This is an optimization exercise on Yosys and OpenROAD, whose aim is small area, not a production implementation.
The RTL was checked by simulation tests, not by an equivalence proof against the original design.

==> flow/design.v (outline; a module is shown in full before it is edited, if it fits) <==
// module fir_12bit: 5635 lines
// module fir_fa: 4 lines
module fir_12bit(
  input clk,
  input rst,
  input wire signed [11:0] signal_in,
  output wire signed [11:0] signal_out
);
  // ...
==> flow/run.sh <==
#!/bin/bash
# synth_recipe.tcl (not shown) runs the flow's synth.tcl, then flattens the netlist and writes it again
# the make line also repeats each setting of config.mk as NAME=value (left out here)
make -C /OpenROAD-flow-scripts/flow DESIGN_CONFIG=/design/flow/config.mk WORK_HOME=/design/flow/orfs CLKGATE_MAP_FILE= SYNTH_SCRIPT=/design/flow/synth_recipe.tcl finish
==> flow/config.mk <==
export PLATFORM = sky130hd
export DESIGN_NAME = fir_12bit
export DESIGN_NICKNAME = fir_12bit
export VERILOG_FILES = /design/flow/design.v
export SDC_FILE = /design/flow/constraint.sdc
export NUM_CORES = 4
export LEC_CHECK = 0
export CAP_MARGIN = 20
export CORE_MARGIN = 2
export CORE_UTILIZATION = 40
export SLEW_MARGIN = 20
export SYNTH_HIERARCHICAL = 1
==> flow/constraint.sdc <==
create_clock -name core_clock -period 12.0 [get_ports {clk}]
set_input_delay 2.4000 -clock core_clock [delete_from_list [all_inputs] [get_ports {clk}]]
set_output_delay 2.4000 -clock core_clock [all_outputs]
set_load 0.01 [all_outputs]
==> impl_metrics.yaml, run 1 <==
status:
  status: "complete, no violations"
place:
  io_buffer_count: 25
  place_inst: 4792
synth:
  synth_top_family_by_area: "adder cells"
  yosys.area_share.simple: 0.000444
  yosys.area.top_type_share: 0.535
clock_network:
  cts_sinks: 812
  cts_tree: "done"
  cts_buffers: 91
  ctsRootBufferMaster: "clkbuf_16"
routing:
  route.detailed.drc: 0
  wl_met2_mm: 83.6
timing:
  hold_slack_ps: 344
  min_period_over_period: 0.987
  rsz0062_at_grt: "yes"
floorplan:
  die_area_um2: 130000
  die-width_um: 360
critical_path:
  rr_endpoint: "q8"
  path_max_fanout: 2
  end_kind: "register"
  reg2reg_depth: 27
finish:
  final_common_cell: "fa_1"
global_route:
  overflow: 0
==> run 2, diff against run 1 <==
--- a/flow/config.mk
+++ b/flow/config.mk
@@ -8,5 +8,9 @@
 export CAP_MARGIN = 20
 export CORE_MARGIN = 2
 export CORE_UTILIZATION = 40
+export CTS_BUF_LIST = sky130_fd_sc_hd__clkbuf_8
+export CTS_CLUSTER_SIZE = 30
+export GPL_TIMING_DRIVEN = 0
+export SETUP_SLACK_MARGIN = 0.05
 export SLEW_MARGIN = 20
 export SYNTH_HIERARCHICAL = 1
==> run 2 against run 1 <==
Net effect: clock-buffer cell count increased by 44; non-clock buffer count decreased by 281; cell area fell by 3.9%; setup slack improved by 1.3 ps; die area did not move; critical path type unchanged.
==> impl_metrics.yaml, run 2 <==
status:
  status: "complete, no violations"
floorplan:
  rows: 130
  die_area_um2: 130000
  core_area_um2: 126000
  die-width_um: 360
  io_pins: 26
  fp.dieH_um: 360
  initial_utilization: 0.403
clock_network:
  cts_sinks: 812
  h-tree-depth: 4
  cts_tree: "done"
  clock_path_buffers: 3
  clkSlewWorstSetupHoldPaths_ps: 60
  clk_latency_ps: 930
  ctsRootBufferMaster: "clkbuf_8"
  cts_buffers: 139
global_route:
  globalRouteTotalUtil: 0.250
  antenna_found_initial: 5
  grt_pass1_wl_mm: 221
  grt_max_degree: 115
  overflow: 0
  grt_pass1_vias: 28800
synth:
  synth_edf_count: 0
  yosys.area.top_type_share: 0.535
  synth_top_cell_by_area: "fa_1"
  synth_cell_types: 12
  seq_area_frac_synth: 0.401
  synthCells: 2761
  syn_area_um2: 50700
  yosys-top-cells-area: "fa_1, dfrtp_1, inv_1"
  syn_nets: 4238
  ys_ff_latch: 812
  synth_top_flop_cell: "dfrtp_1"
  syn_area_per_cell_um2: 18.4
  post-synth-top-count-cell: "fa_1"
  synth_common_cells: "fa_1, dfrtp_1, inv_1"
  async_reset_ff_frac: 1.00
  yosysWarnings: 7
critical_path:
  startpoint: "r14[0]"
  reg2reg_slack_ps: 160
  worstSetupStartpointType: "register"
  cp_slowest_cell: "fa_2"
  max_stage_delay_ps: 700
  crit_type: "reg -> reg"
  reg2reg_depth: 28
  end_kind: "register"
  path_delay_family: "adder cells"
  path_max_fanout: 2
  cpMostUsedCell: "fa_2"
  critical_path_required_ps: 12770
  rr_endpoint: "q6"
  cp.arrival_ps: 12610
  r2r_start: "r14[0]"
  crit_buf_inv: 3
place:
  gp_congestion: 0.978
  hpwl_mm: 133
  post-place-ws_ps: -1070
  io_buffer_count: 25
timing:
  min_period_over_period: 0.987
  max_freq_mhz: 84.5
  hold_viol: 0
  drv_slew: 0
  finalSetupViolCount: 0
  worst_pin_slew_ps: 558
  period_minus_slack_ps: 11840
  relSlewSlack: 0.628
  rsz0062_at_grt: "yes"
  finClkSkew_ps: 69.6
  fin_ws_ps: 160
finish:
  layout_common_cells: "fa_1, dfrtp_1, inv_1, fa_2, clkbuf_8"
  syn_to_final_growth_pct: 14.0
  final_common_cell: "fa_1"
  fin_nets: 4498
  drive_above_1_share: 0.213
min_path:
  worstHoldPathCells: 0
  min_to: "r1[6]"
  min_path_type: "reg -> reg"
  worstHoldStart: "r0[6]"
routing:
  wl_per_cell_um: 31.4
  ant_nets: 0
  vias: 22900
  totalWireLength_mm: 150
  vias_per_cell: 4.79
  drt-initial-drc-count: 1673
  first_pass_iters: 5
  route.detailed.drc: 0
flow_run:
  maxCapViolations: 0
run 2: changes by cell type in the layout (fill, tap and decap cells not counted), moves of 7 or more:
cell,change
buf_12,-22
buf_16,+7
buf_4,-265
clkbuf_1,-15
clkbuf_16,-92
clkbuf_8,+151
fa_1,-45
fa_2,+45
inv_1,+29
inv_2,+10
run 2: worst register-to-register path: cells and delay by family (launching register included):
family     cells  cell delay [ps]
flops          1              400
fa+ha+maj     25            11240
buf+inv        3              110
run 2: how the worst max path moves through the flow:
stage                          to  cells after the start
after CTS                      q8                     36
final                          q6                     28
after floorplan                q8                     27
after global routing           q6                     38
after global placement    r33[11]                      1
after detailed placement       q8                     32
run 2: cell families after synthesis:
logic type | count (synthesis) | share of synthesized area
fa+ha+maj | 1463 | 0.562
flops | 812 | 0.401
buf+inv | 478 | 0.0363
simple gates | 4 | 0.000444
compound gates | 2 | 0.000271
xor+xnor | 2 | 0.000346
run 2: metal layers:
| metal | share of wire | vias up | GRT usage |
|---|---|---|---|
| met5 | 0.000080 | - | 0 |
| met4 | 0.041 | 2 | 0.0947 |
| met3 | 0.050 | 255 | 0.0472 |
| met2 | 0.51 | 659 | 0.410 |
| met1 | 0.40 | 13300 | 0.335 |
| li1 | - | 8616 | - |
run 2: modules after synthesis, one instance, submodules excluded:
module	cells inside	copies in the design	cell area [um^2]
fir_12bit	1405	1	23600
fir_fa	1	1356	20.0
run 2: area by class of cell:
cell class | count | area (um^2)
timing repair buffer | 119 | 1170
buffer | 12 | 90.1
multi-input combinational | 1471 | 29400
fill | 10700 | 68000
antenna | 6 | 15.0
clock inverter | 79 | 663
clock buffer | 164 | 2260
inverter | 466 | 1760
tap | 1650 | 2060
sequential | 812 | 20300
run 2: through the flow:
step           TNS (ps)  cell area (um^2)  std cells  utilization  hold slack, ps
6_report              0             57800       4779        0.460             347
5_1_grt           -79.5             57800       4777        0.459             354
4_1_cts               0             57100       4734        0.454             349
3_5_place_dp      -8060             53200       4444        0.423             336
3_3_place_gp          -             53000       4436        0.422             333
2_1_floorplan         0             50700       2761            -             331
run 2: what timing repair did:
item,CTS,global route
hold buffers,0,0
setup buffers,47,39
setup endpoints to repair,11,9
resized for setup,231,130
pin swaps,64,102

[re-timing with driven ports]
How much do the figures lean on ideal ports? The routed layouts below were timed once more, with nothing changed but the port constraints. Step 1, drivers: a clkbuf_16 drives clk and a buf_2 each remaining input, both assumed. Step 2, shift: input delay + t, output delay - t, t = (earliest + latest rising clock arrival at the registers) / 2. This alone moves slack from input paths to output paths. Slacks: no drivers / after step 1 / after step 2; pairs: no drivers / after step 1.
| run | t, ns | setup slack, ns | worst setup path at the end | slew at the worst register clock pin (ns) |
|---|---|---|---|---|
| run 1 | 0.770 | 0.159 / 0.159 / 0.159 | register to register | 0.07 / 0.07 |
| run 2 | 0.960 | 0.160 / 0.160 / 0.160 | register to register | 0.07 / 0.07 |
After both steps setup and hold are still met in every run listed.
